Background: an optimization exercise with open tools, aiming at small area and a short achievable clock period. Do not read the settings as production practice. In this exercise RTL edits were held to simulation tests only and were not proved equivalent to the original. Power and IR drop assume default switching activity.

v6:
## adder_tree
module adder_tree
#(
    parameter   NB_IN               = 16,
    parameter   IN_WIDTH            = 16,
    parameter   OUT_WIDTH           = IN_WIDTH+NB_IN,
    parameter   USE_PIPE            = 0
)
(
    input   wire                        clk,
    input   wire                        aresetn,
    input   wire [NB_IN*IN_WIDTH-1:0]   data_in,
    input   wire                        data_in_en,
    output  reg [OUT_WIDTH-1:0]        data_out,
    output  reg                        data_out_en
);
wire s0;
wire c0;
wire s1;
wire c1;
wire s2;
wire c2;
wire s3;
wire c3;
wire s4;
wire c4;
wire s5;
wire c5;
wire s6;
wire c6;
wire s7;
wire c7;
wire s8;
wire c8;
wire s9;
wire c9;
wire s10;
wire c10;
wire s11;
wire c11;
wire s12;
wire c12;
wire s13;
wire c13;
wire s14;
wire c14;
wire s15;
wire c15;
wire s16;
wire c16;
wire s17;
wire c17;
wire s18;
wire c18;
wire s19;
wire c19;
wire s20;
wire c20;
wire s21;
wire c21;
wire s22;
wire c22;
wire s23;
wire c23;
wire s24;
wire c24;
wire s25;
wire c25;
wire s26;
wire c26;
wire s27;
wire c27;
wire s28;
wire c28;
wire s29;
wire c29;
wire s30;
wire c30;
wire s31;
wire c31;
wire s32;
wire c32;
wire s33;
wire c33;
wire s34;
wire c34;
  ...
==> flow/config.mk <==
export PLATFORM = sky130hd
export DESIGN_NAME = adder_tree
export DESIGN_NICKNAME = adder_tree
export VERILOG_FILES = /design/flow/design.v
export SDC_FILE = /design/flow/constraint.sdc
export NUM_CORES = 4
export LEC_CHECK = 0
export CAP_MARGIN = 20
export CORE_MARGIN = 2
export CORE_UTILIZATION = 68
export SLEW_MARGIN = 20
export SYNTH_HIERARCHICAL = 1
export SYNTH_MINIMUM_KEEP_SIZE = 0
==> flow/constraint.sdc <==
create_clock -name core_clock -period 7.0 [get_ports {clk}]
set_input_delay 1.4000 -clock core_clock [delete_from_list [all_inputs] [get_ports {clk}]]
set_output_delay 1.4000 -clock core_clock [all_outputs]
set_load 0.01 [all_outputs]
standard.sh (not shown) runs the stock make flow with config.mk's settings and CLKGATE_MAP_FILE= SYNTH_SCRIPT=/design/flow/synth_recipe.tcl, a recipe that flattens the netlist after the stock synthesis.
==> flow/flow/run.sh <==
#!/bin/bash
# Own layout flow: the standard ORFS flow (standard.sh, unchanged synthesis),
# with the port buffers chosen explicitly (small buf_1 on inputs, buf_2 on outputs)
# instead of the default clkdlybuf4s50_1 delay buffers.
set -euo pipefail
here=$(pwd)
export PRE_GLOBAL_PLACE_TCL=$here/flow/pre_gp.tcl
export SKIP_REPAIR_TIE_FANOUT=1
export CTS_ARGS="-sink_clustering_enable -repair_clock_nets -dont_use_dummy_load -buf_list sky130_fd_sc_hd__clkbuf_8"
bash standard.sh > $here/orfs_flow.log 2>&1
==> flow/flow/pre_gp.tcl <==
# Sourced by ORFS global_place.tcl before it buffers the ports: make its
# buffer_ports call put buf_1 on every input and buf_2 on every output.
rename buffer_ports orfs_buffer_ports
proc buffer_ports { args } {
  orfs_buffer_ports -inputs -buffer_cell sky130_fd_sc_hd__buf_1
  orfs_buffer_ports -outputs -buffer_cell sky130_fd_sc_hd__buf_2
}
In summary, v6 completed successfully, with a layout that passed the timing, design-rule and antenna checks.
Here is what was changed in the inputs of v7 compared with v6.
- CORE_UTILIZATION changed from 68 to 60
diff --git a/flow/flow/run.sh b/flow/flow/run.sh
--- a/flow/flow/run.sh
+++ b/flow/flow/run.sh
@@ -8 +7,0 @@
-export SKIP_REPAIR_TIE_FANOUT=1
[summary]
v7 vs. v6: post-route met1 wirelength went down about 4%, I/O pin total held. Diff v6 -> v7: sum of internal, switching and leakage power went down about 3%, multi-input gate share of total cell area held, maximum frequency went up 0.0075 GHz, worst supply voltage drop on vdd went down about 26%. Relative to v6, vias per cell has decreased by 3.1% in v7. Combined area of the multi-input logic cells, v6 and v7, higher one = v7. Across both runs, post-detailed-routing wire length was lower for v7 than for v6. Re final area: v6 and v7 aren't equal, and the higher value belongs to v7.

separate check: timing with driven ports:
How much do the figures lean on ideal ports? The routed layouts below were timed once more, with nothing changed but the port constraints. Step 1 (the two cells are an assumption about what drives the block):
set clk [get_ports {clk}]
set_driving_cell -lib_cell sky130_fd_sc_hd__clkbuf_16 $clk
set_driving_cell -lib_cell sky130_fd_sc_hd__buf_2 [delete_from_list [all_inputs] $clk]
Step 2 moves the port delays by t, midway between the first and last clock arrival at a register: inputs arrive t later, outputs are due t later. That takes back most of the time a late clock gives input paths. Slacks: ideal / step 1 / step 2; pairs: ideal / step 1.
| run | t, ns | setup WS [ns] | worst slew at a driven data input, ns | pins driven straight from the clock port |
|---|---|---|---|---|
| v6 | 0.476 | 4.580 / 4.580 / 4.333 | 0.04 | 1 |
| v7 | 0.466 | 4.623 / 4.623 / 4.292 | 0.04 | 1 |
After both steps every run listed still meets setup and hold. The setup slack of v7, which loses most, moves by 0.000 ns with the drivers and by -0.331 ns with both steps.
